Background: an optimization exercise with open tools, aiming at small area. Do not read the settings as production practice.
The RTL was checked by simulation tests, not by an equivalence proof against the original design.
Power figures rest on the tool's default switching activity, not on a simulated workload.

==> inputs of cedar <==
// pipelined_complex_mult
module pipelined_complex_mult (
    input clk,                    
    input rst,                    
    input signed [7:0] a,         
    input signed [7:0] b,         
    input signed [7:0] c,         
    input signed [7:0] d,         
    output reg signed [16:0] real_out,  
    output reg signed [16:0] imag_out   
);
reg [7:0] a1, b1, c1, d1, a2, b2, c2, d2;
reg [3:0] c3_one, c3_two, c3_neg, d3_one, d3_two, d3_neg;
reg [7:0] a3, b3;
reg v1, v2;
always @(posedge clk, posedge rst)
begin
    if (rst) begin
        v1 <= 1'b0;
        v2 <= 1'b0;
        a3 <= 8'd0;
        b3 <= 8'd0;
    end else begin
        v1 <= 1'b1;
        v2 <= v1;
        a3 <= a2 & {8{v2}};
        b3 <= b2 & {8{v2}};
    end
end
always @(posedge clk)
begin
    a1 <= a; b1 <= b; c1 <= c; d1 <= d;
    a2 <= a1; b2 <= b1; c2 <= c1; d2 <= d1;
    c3_one[0] <= c2[0] ^ 1'b0;
    c3_two[0] <= (c2[1] ^ c2[0]) & ~(c2[0] ^ 1'b0);
    c3_neg[0] <= c2[1];
    c3_one[1] <= c2[2] ^ c2[1];
    c3_two[1] <= (c2[3] ^ c2[2]) & ~(c2[2] ^ c2[1]);
    c3_neg[1] <= c2[3];
    c3_one[2] <= c2[4] ^ c2[3];
    c3_two[2] <= (c2[5] ^ c2[4]) & ~(c2[4] ^ c2[3]);
    c3_neg[2] <= c2[5];
    c3_one[3] <= c2[6] ^ c2[5];
    c3_two[3] <= (c2[7] ^ c2[6]) & ~(c2[6] ^ c2[5]);
    c3_neg[3] <= c2[7];
    d3_one[0] <= d2[0] ^ 1'b0;
    d3_two[0] <= (d2[1] ^ d2[0]) & ~(d2[0] ^ 1'b0);
    d3_neg[0] <= d2[1];
    d3_one[1] <= d2[2] ^ d2[1];
    d3_two[1] <= (d2[3] ^ d2[2]) & ~(d2[2] ^ d2[1]);
    d3_neg[1] <= d2[3];
    d3_one[2] <= d2[4] ^ d2[3];
    d3_two[2] <= (d2[5] ^ d2[4]) & ~(d2[4] ^ d2[3]);
    d3_neg[2] <= d2[5];
    d3_one[3] <= d2[6] ^ d2[5];
    d3_two[3] <= (d2[7] ^ d2[6]) & ~(d2[6] ^ d2[5]);
    d3_neg[3] <= d2[7];
end
wire re_p1;
  ...
==> flow/config.mk <==
export PLATFORM = sky130hd
export DESIGN_NAME = pipelined_complex_mult
export DESIGN_NICKNAME = pipelined_complex_mult
export VERILOG_FILES = /design/flow/design.v
export SDC_FILE = /design/flow/constraint.sdc
export NUM_CORES = 4
export LEC_CHECK = 0
export CAP_MARGIN = 20
export CORE_MARGIN = 2
export CORE_UTILIZATION = 40
export CTS_BUF_LIST = sky130_fd_sc_hd__clkbuf_8
export GPL_TIMING_DRIVEN = 0
export SLEW_MARGIN = 20
export SYNTH_HIERARCHICAL = 1
==> flow/constraint.sdc <==
create_clock -name core_clock -period 5.0 [get_ports {clk}]
set_input_delay 1.0000 -clock core_clock [delete_from_list [all_inputs] [get_ports {clk}]]
set_output_delay 1.0000 -clock core_clock [all_outputs]
set_load 0.01 [all_outputs]
standard.sh (not shown) runs the stock make flow with config.mk's settings and CLKGATE_MAP_FILE= SYNTH_SCRIPT=/design/flow/synth_recipe.tcl, a recipe that flattens the netlist after the stock synthesis.
==> flow/flow/run.sh <==
#!/bin/bash
# The standard layout (standard.sh) with these changes:
#  - buffer_ports puts the smallest buffer, sky130_fd_sc_hd__buf_1, on every
#    input and output port instead of the cell it picks by default;
#  - clock tree synthesis arguments as set below (CTS_ARGS), if any.
# Each tool's full output is in the logs standard.sh writes under orfs/logs;
# this script's own output goes to run.log.
set -e
cd "$(dirname "$0")/.."
export BUFFER_PORTS_ARGS="-buffer_cell sky130_fd_sc_hd__buf_1"
export CTS_ARGS="-sink_clustering_enable -repair_clock_nets -dont_use_dummy_load -buf_list sky130_fd_sc_hd__clkbuf_8 -sink_clustering_size 24 -sink_clustering_max_diameter 120"
export REMOVE_ABC_BUFFERS=1
bash standard.sh > run.log 2>&1
==> delta: changes against cedar <==
--- a/flow/flow/run.sh
+++ b/flow/flow/run.sh
@@ -9,5 +9,5 @@
 cd "$(dirname "$0")/.."
 export BUFFER_PORTS_ARGS="-buffer_cell sky130_fd_sc_hd__buf_1"
-export CTS_ARGS="-sink_clustering_enable -repair_clock_nets -dont_use_dummy_load -buf_list sky130_fd_sc_hd__clkbuf_8 -sink_clustering_size 24 -sink_clustering_max_diameter 120"
+export CTS_ARGS="-sink_clustering_enable -repair_clock_nets -dont_use_dummy_load -buf_list sky130_fd_sc_hd__clkbuf_8"
 export REMOVE_ABC_BUFFERS=1
 bash standard.sh > run.log 2>&1
==> summary.txt <==
cedar finished with timing, DRC and antenna clean. delta ran to the end with no violations. In maximum frequency, delta and cedar do not differ. Cell area is the same in cedar and delta. Utilization is the same in delta and cedar. In routed wire length, delta and cedar do not differ. In sequential power, delta and cedar hardly differ.
==> figures <==
metric	delta	cedar
Outcome	complete, no violations	complete, no violations
Synthesized area per cell	12.4 µm²	12.4 µm²
Final Routed Wirelength	19900 µm	19900 µm
Count of buffer and inverter cells on the critical path	0	0
Hold Path Cell Cnt	0	0
Hold Path Origin	a1[5]	a1[5]
Sink count of the clock tree	140	140
Final critical-path required period	4820 ps	4820 ps
Switching power	2.74 mW	2.74 mW
Power share of the sequential group	23.8%	23.8%
Setup violators final	0	0


==> build 42 <==
pipelined_complex_mult, a different RTL version from the one above (not shown whole).
Design pipelined_complex_mult, start of the top module:
module pipelined_complex_mult (
    input clk,                    
    input rst,                    
    input signed [7:0] a,         
    input signed [7:0] b,         
    input signed [7:0] c,         
    input signed [7:0] d,         
    output reg signed [16:0] real_out,  
    output reg signed [16:0] imag_out   
);
export LEC_CHECK = 0
export CAP_MARGIN = 20
export CORE_MARGIN = 2
export CORE_UTILIZATION = 40
export CTS_BUF_LIST = sky130_fd_sc_hd__clkbuf_8
export GPL_TIMING_DRIVEN = 0
export SLEW_MARGIN = 20
export SYNTH_HIERARCHICAL = 1
create_clock -name core_clock -period 5.0 [get_ports {clk}]
==> flow/flow/run.sh <==
#!/bin/bash
# The standard layout (standard.sh), with these ORFS settings changed:
#  - BUFFER_PORTS_ARGS: buffer_ports puts the smallest buffer,
#    sky130_fd_sc_hd__buf_1, on every input and output port instead of the
#    cell it picks by default (every port still gets its buffer);
#  - CTS_ARGS: the standard clock tree synthesis arguments plus
#    -dont_use_dummy_load (no dummy clock loads for balancing);
#  - REMOVE_ABC_BUFFERS: the floorplan step removes the buffers that ABC put
#    into the synthesized netlist and leaves buffering to the resizer.
# Each tool's full output is in the logs standard.sh writes under orfs/logs;
# this script's own output goes to run.log.
set -e
cd "$(dirname "$0")/.."
export BUFFER_PORTS_ARGS="-buffer_cell sky130_fd_sc_hd__buf_1"
export CTS_ARGS="-sink_clustering_enable -repair_clock_nets -dont_use_dummy_load -buf_list sky130_fd_sc_hd__clkbuf_8 -sink_clustering_size 20 -sink_clustering_max_diameter 60 -sink_clustering_levels 1 -balance_levels -num_static_layers 1"
export REMOVE_ABC_BUFFERS=1
bash standard.sh > run.log 2>&1
==> build 73: changes against build 42 <==
--- a/flow/design.v
+++ b/flow/design.v
@@ -31,32 +31,32 @@
 begin
     a1 <= a; b1 <= b; c1 <= c; d1 <= d;
     a2 <= a1; b2 <= b1; c2 <= c1; d2 <= d1;
     c3_onen[0] <= ~(c2[0] ^ 1'b0);
     c3_twon[0] <= ~((c2[1] ^ c2[0]) & ~(c2[0] ^ 1'b0));
-    c3_neg[0] <= c2[1] & v2;
+    c3_neg[0] <= c2[1];
     c3_onen[1] <= ~(c2[2] ^ c2[1]);
     c3_twon[1] <= ~((c2[3] ^ c2[2]) & ~(c2[2] ^ c2[1]));
-    c3_neg[1] <= c2[3] & v2;
+    c3_neg[1] <= c2[3];
     c3_onen[2] <= ~(c2[4] ^ c2[3]);
     c3_twon[2] <= ~((c2[5] ^ c2[4]) & ~(c2[4] ^ c2[3]));
-    c3_neg[2] <= c2[5] & v2;
+    c3_neg[2] <= c2[5];
     c3_onen[3] <= ~(c2[6] ^ c2[5]);
     c3_twon[3] <= ~((c2[7] ^ c2[6]) & ~(c2[6] ^ c2[5]));
-    c3_neg[3] <= c2[7] & v2;
+    c3_neg[3] <= c2[7];
     d3_onen[0] <= ~(d2[0] ^ 1'b0);
     d3_twon[0] <= ~((d2[1] ^ d2[0]) & ~(d2[0] ^ 1'b0));
-    d3_neg[0] <= d2[1] & v2;
+    d3_neg[0] <= d2[1];
     d3_onen[1] <= ~(d2[2] ^ d2[1]);
     d3_twon[1] <= ~((d2[3] ^ d2[2]) & ~(d2[2] ^ d2[1]));
-    d3_neg[1] <= d2[3] & v2;
+    d3_neg[1] <= d2[3];
     d3_onen[2] <= ~(d2[4] ^ d2[3]);
     d3_twon[2] <= ~((d2[5] ^ d2[4]) & ~(d2[4] ^ d2[3]));
-    d3_neg[2] <= d2[5] & v2;
+    d3_neg[2] <= d2[5];
     d3_onen[3] <= ~(d2[6] ^ d2[5]);
     d3_twon[3] <= ~((d2[7] ^ d2[6]) & ~(d2[6] ^ d2[5]));
-    d3_neg[3] <= d2[7] & v2;
+    d3_neg[3] <= d2[7];
 end
 wire re_p1 = (a3n[0] | c3_onen[0]);
 wire re_p2 = ~(c3_neg[0] & (a3n[0] | c3_onen[0]));
 wire re_p3;
 wire re_p3_t;
--- a/flow/flow/run.sh
+++ b/flow/flow/run.sh
@@ -10,8 +10,8 @@
 # Each tool's full output is in the logs standard.sh writes under orfs/logs;
 # this script's own output goes to run.log.
 set -e
 cd "$(dirname "$0")/.."
 export BUFFER_PORTS_ARGS="-buffer_cell sky130_fd_sc_hd__buf_1"
-export CTS_ARGS="-sink_clustering_enable -repair_clock_nets -dont_use_dummy_load -buf_list sky130_fd_sc_hd__clkbuf_8 -sink_clustering_size 20 -sink_clustering_max_diameter 60 -sink_clustering_levels 1 -balance_levels -num_static_layers 1"
+export CTS_ARGS="-sink_clustering_enable -repair_clock_nets -dont_use_dummy_load -buf_list sky130_fd_sc_hd__clkbuf_8 -sink_buffer_max_cap_derate 1.0 -sink_clustering_size 30 -sink_clustering_max_diameter 200"
 export REMOVE_ABC_BUFFERS=1
 bash standard.sh > run.log 2>&1
==> qor summary <==
	build 42	build 73
Outcome	finished clean	finished clean
Detailed Route WL	18.5 mm	18.2 mm
Post-synth top area share	24.7%	24.8%
Via-to-Cell Ratio	5.25	5.31
Fin cells	1,096	1,087
Power per cell area	647 mW/mm^2	657 mW/mm^2
Delay of the slowest critical-path stage	0.78 ns	0.76 ns
Setup crit end	imag_out[14]	real_out[15]
Register-to-register setup slack	0.19 ns	0.29 ns
Clock transition at the register clock pins on the worst setup and hold paths after CTS	0.07 ns	0.09 ns
Number of search-and-repair iterations in the first detailed-routing pass	7	6
Die span in x	152 um	152 um
Post-synthesis to final-layout area growth	9.90%	9.68%
Average detailed-routed wire length per instance	16.8 um	16.7 um
Met1 Track Usage GR	21.2%	22.1%
Die span in y	152 um	152 um
Final worst path period share	96.3%	94.2%
Critical Path Start	d3_twon[0]	a3n[2]
Largest vdd supply drop	0.385 mV	0.464 mV
Core area	0.0217 mm^2	0.0216 mm^2
Total vias in the final route	5,753	5,767
Final core utilization	44.4%	44.2%
Leakage power	0.00365 uW	0.00366 uW
Clock share of power	10.6%	10.4%

what the ideal ports hide:
No port has a modelled driver above. Below, the same layouts with a new extraction and two added sets of constraints. Step 1: set_driving_cell puts a clkbuf_16 on clk and a buf_2 on each other input, an assumption about the parent block. Step 2 times the ports against the registers' clock, not the clock port: input delays grow and output delays shrink by t, the midpoint of the rising clock arrivals with the driver on. a / b / c = ideal / step 1 / step 2; a / b = the first two.
| run | t, ns | setup slack, ns | hold slack, ns | clock arrival spread, ns | pins driven straight from the clock port |
|---|---|---|---|---|---|
| cedar | 0.480 | 0.176 / 0.176 / 0.176 | 0.308 / 0.308 / 0.308 | 0.043 / 0.044 | 1 |
| delta | 0.480 | 0.176 / 0.176 / 0.176 | 0.308 / 0.308 / 0.308 | 0.043 / 0.044 | 1 |
| build 42 | 0.467 | 0.185 / 0.185 / 0.185 | 0.315 / 0.315 / 0.315 | 0.042 / 0.041 | 1 |
| build 73 | 0.466 | 0.288 / 0.288 / 0.288 | 0.296 / 0.296 / 0.296 | 0.045 / 0.045 | 1 |
After both steps every run listed still meets setup and hold.
